Context: an optimization exercise on an open-source flow, tuned for small area, a short achievable clock period and few clock cycles. The choices shown serve that exercise and are no tape-out recipe. The RTL was checked by simulation tests, not by an equivalence proof against the original design. Power figures rest on the tool's default switching activity, not on a simulated workload.

// aoc_solver_top
module aoc_solver_top (
    input         clear,
    input         clock,
    input  [31:0] reg_wdata,
    input         reg_write_strobe,
    input  [3:0]  reg_addr,
    output [31:0] reg_rdata
);
Settings: LEC_CHECK=0, ABC_AREA=1, CAP_MARGIN=20, CORE_MARGIN=2, CORE_UTILIZATION=40, CTS_CLUSTER_DIAMETER=80, CTS_CLUSTER_SIZE=24, SETUP_SLACK_MARGIN=2.4, SLEW_MARGIN=20; clock period 5.0 ns.
run.sh (not shown) runs the stock make flow with config.mk's settings and CLKGATE_MAP_FILE= SYNTH_SCRIPT=/design/flow/synth_recipe.tcl, a recipe that flattens the netlist after the stock synthesis.
Testbench counts at the start, summed over its fixed seeds: cycles 148,160.
Then changed:
- GPL_ROUTABILITY_DRIVEN: default -> 0
- GPL_TIMING_DRIVEN: default -> 0
- SETUP_SLACK_MARGIN: 2.4 -> 2.2
What happened: Flip-flop and latch count is unchanged; fmax drops by 1.4%; power climbs by 1.4%; final area climbs by 1.0%; global-route usage climbs by 4.1 points; area after synthesis stays the same; count of clock-buffer cells in the layout climbs by 1; setup slack got worse by 0.040 ns; via count climbs by 5.7%; non-clock buffer count climbs by 213; first-iteration DRC count climbs by about 27%.

== north ==
Another version of the RTL of aoc_solver_top (not shown whole).
For scale: about 1100 flip-flops, roughly 71 I/O pins, about 0.039 sq mm of cells after synthesis.
==> flow/config.mk <==
export PLATFORM = sky130hd
export DESIGN_NAME = aoc_solver_top
export DESIGN_NICKNAME = aoc_solver_top
export VERILOG_FILES = /design/flow/design.v
export SDC_FILE = /design/flow/constraint.sdc
export NUM_CORES = 4
export LEC_CHECK = 0
export ABC_AREA = 1
export CAP_MARGIN = 20
export CORE_MARGIN = 2
export CORE_UTILIZATION = 40
export CTS_CLUSTER_DIAMETER = 80
export CTS_CLUSTER_SIZE = 24
export SETUP_SLACK_MARGIN = 2.3
export SLEW_MARGIN = 20
==> flow/constraint.sdc <==
create_clock -name core_clock -period 5.0 [get_ports {clock}]
set_input_delay 1.0000 -clock core_clock [delete_from_list [all_inputs] [get_ports {clock}]]
set_output_delay 1.0000 -clock core_clock [all_outputs]
set_load 0.01 [all_outputs]
Testbench counts of north, summed over its fixed seeds: cycles 150,336.
Changes in south relative to north:
Settings: swapping 2.3 for 2.2 in SETUP_SLACK_MARGIN.
[summary]
south against north: switching power total has decreased; utilization fell by 0.16 points; row count comparable; total power did not really move; number of vias per cell -0.31%. south ran to completion and came out clean on the timing, design-rule and antenna checks. The run with more setup slack is south; north has less.

## onyx
aoc_solver_top, a different RTL version from the one above (not shown whole).
Size in the first run: ~4100 cells after synthesis, about 1200 flip-flops, ~71 I/O pins, roughly 41000 um^2 of cells after synthesis.
clock: 5.0 ns
lec_check: 0
cap_margin: 20
core_margin: 2
core_utilization: 40
cts_cluster_diameter: 100
cts_cluster_size: 30
setup_slack_margin: 2.2
slew_margin: 20
Looking at the reports, onyx completed the entire flow and the layout it produced met the timing, design-rule and antenna checks.
Testbench counts of onyx, summed over its fixed seeds: cycles 148,160.
Edits applied to the flow inputs when going from onyx to fjord:
Settings: CTS_CLUSTER_DIAMETER now 80, was 100; ABC_AREA now 1, previously not set; CTS_CLUSTER_SIZE now 24, was 30.
Notes after the runs:
- onyx → fjord: via count increased by about 14% relative to the old numbers, critical path depth decreased by 2 relative to the old numbers, mean number of vias per cell decreased by 9.0% relative to the old numbers, share of final-layout standard cells stronger than drive strength 1 decreased by 4.8 points relative to the old numbers.
- Looking at slowest cell on the critical path, the sky130_fd_sc_hd__or4b_4 result is from onyx; the sky130_fd_sc_hd__fa_1 one comes from fjord.
#### Input delta (cedar over fjord)
Settings: changing CTS_CLUSTER_DIAMETER from 80 to 100; changing CORE_UTILIZATION from 40 to 60; changing CTS_CLUSTER_SIZE from 24 to 30.
Notes after the runs:
- cedar vs. fjord: number of fill cells went down about 40%; via count increased about 2%; global-route met1 utilization has increased; count of nets after finishing moved up; first-pass GRT wire length has decreased.
What willow does differently from cedar at the input level:
Settings: CTS_CLUSTER_SIZE: 30 -> unset; CTS_CLUSTER_DIAMETER: 100 -> unset; CORE_UTILIZATION: 60 -> 40.
Results
- The area added between synthesis and finish reported for willow is greater than that of cedar by 5.6 points.
- willow vs cedar: multi-input gate share of total cell area down
- Looking at routed wire length, willow sits above cedar.
- On number of detailed-routing iterations run before antenna repair, the higher figure sits with cedar, not willow.
- Re critical path depth: willow is 1 up on cedar.
- Count of clock-buffer cells in the layout up 112 in willow wrt cedar
- Worst path required time ends up higher on willow.
- Number of cells traversed by the worst register-to-register path ended up 1 higher on willow than on cedar.
- Overall track demand over capacity in global routing in willow is 9.2 points lower than in cedar
- Relative to cedar, post-CTS setup buffer count increased by 18% in willow.
- Between cedar and willow, die area is higher for willow, cedar comes in under that.

Setup of build 97:
The RTL this note starts from:
==> flow/design.v <==
module aoc_solver_top (
    input         clear,
    input         clock,
    input  [31:0] reg_wdata,
    input         reg_write_strobe,
    input  [3:0]  reg_addr,
    output [31:0] reg_rdata
);
    reg       in_aw, in_dw, in_start;
    reg [9:0] in_a;
    always @(posedge clock) begin
        in_aw    <= ~clear & reg_write_strobe & (reg_addr == 4'd2);
        in_dw    <= ~clear & reg_write_strobe & (reg_addr == 4'd3);
        in_start <= ~clear & reg_write_strobe & (reg_addr == 4'd0) & reg_wdata[0];
        in_a     <= reg_wdata[9:0];
    end
    reg [4:0] off, ax, pr;
    reg       a_up, a_dn, b_up, b_dn;
    always @(posedge clock)
        if (clear) begin
            off  <= 5'd0;
            ax   <= 5'd0;
            pr   <= 5'd1;
            a_up <= 1'b1;
            a_dn <= 1'b0;
            b_up <= 1'b1;
            b_dn <= 1'b1;
        end else begin
            off  <= off + 5'd1;
            a_up <= off != 5'd30;
            a_dn <= off != 5'd31;
            b_up <= off != 5'd14;
            b_dn <= off != 5'd15;
            if (in_aw) begin
                ax <= in_a[4:0];
                pr <= in_a[9:5] + off + 5'd2;
            end else
                pr <= pr + 5'd1;
        end
    reg  [1023:0] ring;     
    wire [31:0]   outA, outB, rmA, rmB;
    wire          en;
    aoc_row_proc pa (.en(en),
        .up(ring[32*30 +: 32] & {32{a_up}}), .mid(ring[32*31 +: 32]),
        .dn(ring[0 +: 32] & {32{a_dn}}), .out(outA), .rm(rmA));
    aoc_row_proc pb (.en(en),
        .up(ring[32*14 +: 32] & {32{b_up}}), .mid(ring[32*15 +: 32]),
        .dn(ring[32*16 +: 32] & {32{b_dn}}), .out(outB), .rm(rmB));
    reg         pend_v, pend_d;
    always @(posedge clock) begin
        pend_v <= ~clear & in_dw & pr[0];
        pend_d <= in_a[0];
    end
    wire        wr_v    = (in_dw | pend_v) & ~pr[0];
    wire        wr_d    = in_dw ? in_a[0] : pend_d;
    wire [3:0]  wr_p    = pr[4:1];
    wire [31:0] col_sel = 32'd1 << ax;
    genvar p;
    generate
        for (p = 0; p < 32; p = p + 1) begin : g_row
            wire [31:0] prev;
            if (p == 0)       assign prev = outA;
            else if (p == 16) assign prev = outB;
            else              assign prev = ring[32*(p-1) +: 32];
            if (p % 2 == 0) begin : g_wr
                wire        rsel = wr_v & (wr_p == p / 2);
                wire [31:0] wsel = col_sel & {32{rsel}};
                always @(posedge clock)
                    ring[32*p +: 32] <= (prev & ~wsel) | ({32{wr_d}} & wsel);
            end else begin : g_nowr
                always @(posedge clock)
                    ring[32*p +: 32] <= prev;
            end
        end
    endgenerate
    wire [63:0] cin = {ring[32*30 +: 32], ring[32*14 +: 32]};
    wire [63:0] rmv = {rmA, rmB};
    reg  [2:0]  part [0:8];
    reg         part9;
    reg  [3:0]  ro;
    integer i;
    always @(posedge clock) begin
        for (i = 0; i < 9; i = i + 1)
            part[i] <= pop7(cin[7*i +: 7]);
        part9 <= cin[63];
        for (i = 0; i < 4; i = i + 1)
            ro[i] <= |rmv[16*i +: 16];
    end
    reg [5:0] q0, q1;
    reg [6:0] psum;
    reg       rq2;
    always @(posedge clock) begin
        q0   <= ((part[0] + part[1]) + (part[2] + part[3])) + part[4];
        q1   <= ((part[5] + part[6]) + (part[7] + part[8])) + part9;
        psum <= q0 + q1;
        rq2  <= |ro;
    end
    reg        solving, fin, done, blk0, cp, bq;
    reg [1:0]  vs;            
    reg [3:0]  bc;
    reg [10:0] bs, b0;
    wire       go     = vs[1] & ~fin;
    wire       bq_now = (bc == 4'd0) ? rq2 : (bq | rq2);
    assign en = solving;
    always @(posedge clock)
        if (clear) begin
            solving <= 1'b0;
            fin     <= 1'b0;
            done    <= 1'b0;
            blk0    <= 1'b1;
            cp      <= 1'b0;
            bq      <= 1'b0;
            vs      <= 2'd0;
            bc      <= 4'd0;
            bs      <= 11'd0;
            b0      <= 11'd0;
        end else begin
            vs <= {vs[0], solving & ~fin};
            if (in_start & ~solving & ~fin & ~done)
                solving <= 1'b1;
            cp <= go & blk0 & (bc == 4'd15);
            if (go) begin
                bc <= bc + 4'd1;
                bq <= bq_now;
                bs <= ((bc == 4'd0) ? 11'd0 : bs) + psum;
                if (bc == 4'd15) begin
                    blk0 <= 1'b0;
                    if (~bq_now) begin
                        solving <= 1'b0;
                        fin     <= 1'b1;
                    end
                end
            end
            if (fin & ~done) begin
                done <= 1'b1;
                b0   <= cp ? 11'd0 : (b0 - bs);
            end else if (cp)
                b0 <= bs;
        end
    function [2:0] pop7(input [6:0] b);
        reg c1, s1, c2, s2, c3, s3;
        begin
            {c1, s1} = b[0] + b[1] + b[2];
            {c2, s2} = b[3] + b[4] + b[5];
            {c3, s3} = s1 + s2 + b[6];
            pop7 = {2'b00, s3} + ({1'b0, c1} + c2 + c3) * 2;
        end
    endfunction
    assign reg_rdata = (reg_addr == 4'd1) ? {5'd0, b0, 15'd0, done} : 32'd0;
endmodule
module aoc_row_proc (
    input         en,
    input  [31:0] up,
    input  [31:0] mid,
    input  [31:0] dn,
    output [31:0] out,
    output [31:0] rm
);
    wire [33:0] u  = {1'b0, up, 1'b0};
    wire [33:0] m  = {1'b0, mid, 1'b0};
    wire [33:0] d  = {1'b0, dn, 1'b0};
    wire [33:0] cs = u ^ m ^ d;
    wire [33:0] cc = (u & m) | (u & d) | (m & d);
    genvar x;
    generate
        for (x = 0; x < 32; x = x + 1) begin : g_col
            wire c0 = cc[x], c1 = cc[x+1], c2 = cc[x+2];
            wire s0 = cs[x], s1 = cs[x+1], s2 = cs[x+2];
            wire ge5 = (((c0 & c1) | (c0 & c2) | (c1 & c2)) & (s0 | s1 | s2 | (c0 & c1 & c2)))
                     | ((c0 | c1 | c2) & s0 & s1 & s2);
            assign rm[x] = en & mid[x] & ~ge5;
        end
    endgenerate
    assign out = mid & ~rm;
endmodule
clock: 5.0 ns
lec_check: 0
abc_area: 1
cap_margin: 20
core_margin: 2
core_utilization: 40
cts_cluster_diameter: 80
cts_cluster_size: 24
setup_slack_margin: 2.2
slew_margin: 20
standard.sh (not shown) runs the stock make flow with config.mk's settings and CLKGATE_MAP_FILE= SYNTH_SCRIPT=/design/flow/synth_recipe.tcl, a recipe that flattens the netlist after the stock synthesis.
==> flow/flow/run.sh <==
#!/bin/bash
# The standard layout, with the port buffers made of sky130_fd_sc_hd__buf_4
# instead of the buffer cell buffer_ports picks by itself (a slow
# clkdlybuf4s50_1 here, which sizing then keeps within its footprint).
set -euo pipefail
bash standard.sh 'BUFFER_PORTS_ARGS=-buffer_cell sky130_fd_sc_hd__buf_4' finish > standard_make.log 2>&1
Per the final summary, build 97 finished and its layout is clean on timing, DRC and antenna.
Testbench counts of build 97, summed over its fixed seeds: cycles 148,160.
Input changes introduced in build 45 (baseline for comparison: build 97):
Settings: CORE_UTILIZATION changed from 40 to 50; PLACE_DENSITY newly set to 0.65.
==> flow/run.sh (new file) <==
#!/bin/bash
# synth_recipe.tcl (not shown) runs the flow's synth.tcl, then flattens the netlist and writes it again
# the make line also repeats each setting of config.mk as NAME=value (left out here)
make -C /OpenROAD-flow-scripts/flow DESIGN_CONFIG=/design/flow/config.mk WORK_HOME=/design/flow/orfs CLKGATE_MAP_FILE= SYNTH_SCRIPT=/design/flow/synth_recipe.tcl finish
removed: flow/flow/run.sh
removed: flow/standard.sh
[summary]
- Build 45 went all the way through the flow, and no timing, DRC or antenna check failed.
- On portion of total power attributed to combinational logic, build 45 tracks build 97 almost exactly.
- Build 45 — internal power component 0.57% higher, build 97 as reference
- Against build 97, the final cell area of build 45 is lower.
- Looking at critical path's largest stage delay, build 45 sits above build 97.
Input changes introduced in build 37 (baseline for comparison: build 45):
Settings: CAP_MARGIN changed from 20 to 5; SLEW_MARGIN changed from 20 to 5; CORE_UTILIZATION changed from 50 to 40; PLACE_DENSITY removed (was 0.65).
--- outcome ---
Build 37 completed every stage of the flow, and the final layout passed the timing, design-rule and antenna checks.
Density: build 37 sparser than build 45
Build 45 has a lower total non-filler cell area in the finished layout than build 37.
Looking at build 37 and build 45, the met3 demand-to-capacity share in global routing is a wash.
Here is what was changed in the inputs of build 24 compared with build 37.
Settings: CAP_MARGIN now 20, was 5; SLEW_MARGIN now 20, was 5.
Findings:
Compared with build 37, build 24 shows routed length per placed instance that has gone up slightly.
Build 24: transition time of the tightest slew-check pin 0.11 ns below build 37
Between build 37 and build 24, the difference in final cell count is negligible.
Total power: build 24 below build 37
Wire length of the first global-routing pass was lower in build 37 than in build 24.
For final cell area excluding filler cells, build 37 and build 24 come out practically identical.
Build 24 against build 37: sum of routed wire length over all layers rose by about 0.8%, final core area utilization flat, worst setup slack went down 0.023 ns.

## separate check: timing with driven ports
In the flow no input, the clock included, has a driving cell. The finished layouts below were timed again as built, in two steps. Step 1, drivers: a clkbuf_16 drives clock and a buf_2 each remaining input, both assumed. Step 2 times the ports against the registers' clock, not the clock port: input delays grow and output delays shrink by t, the midpoint of the rising clock arrivals with the driver on. Slacks: no drivers / after step 1 / after step 2; pairs: no drivers / after step 1.
run | shift t [ns] | setup WS [ns] | clock arrival spread, ns
the first run of note 1 | 0.716 | 2.162 / 2.128 / 1.969 | 0.031 / 0.031
the second run of note 1 | 0.731 | 2.121 / 2.121 / 2.121 | 0.036 / 0.036
north | 0.708 | 2.181 / 2.148 / 2.125 | 0.039 / 0.039
south | 0.709 | 2.185 / 2.152 / 2.114 | 0.040 / 0.040
onyx | 0.705 | 1.808 / 1.808 / 1.808 | 0.049 / 0.049
fjord | 0.741 | 2.205 / 2.205 / 2.205 | 0.046 / 0.046
cedar | 0.701 | 2.075 / 2.075 / 2.075 | 0.026 / 0.026
willow | 0.756 | 2.128 / 2.128 / 2.128 | 0.041 / 0.041
build 97 | 0.722 | 2.248 / 2.221 / 2.089 | 0.037 / 0.036
build 45 | 0.706 | 2.143 / 2.143 / 1.751 | 0.029 / 0.029
build 37 | 0.720 | 2.247 / 2.234 / 2.220 | 0.034 / 0.034
build 24 | 0.726 | 2.224 / 2.224 / 2.181 | 0.030 / 0.030
After both steps every run listed still meets setup and hold. For build 45, which loses most, drivers alone change the setup slack by 0.000 ns; drivers and shift together by -0.392 ns.
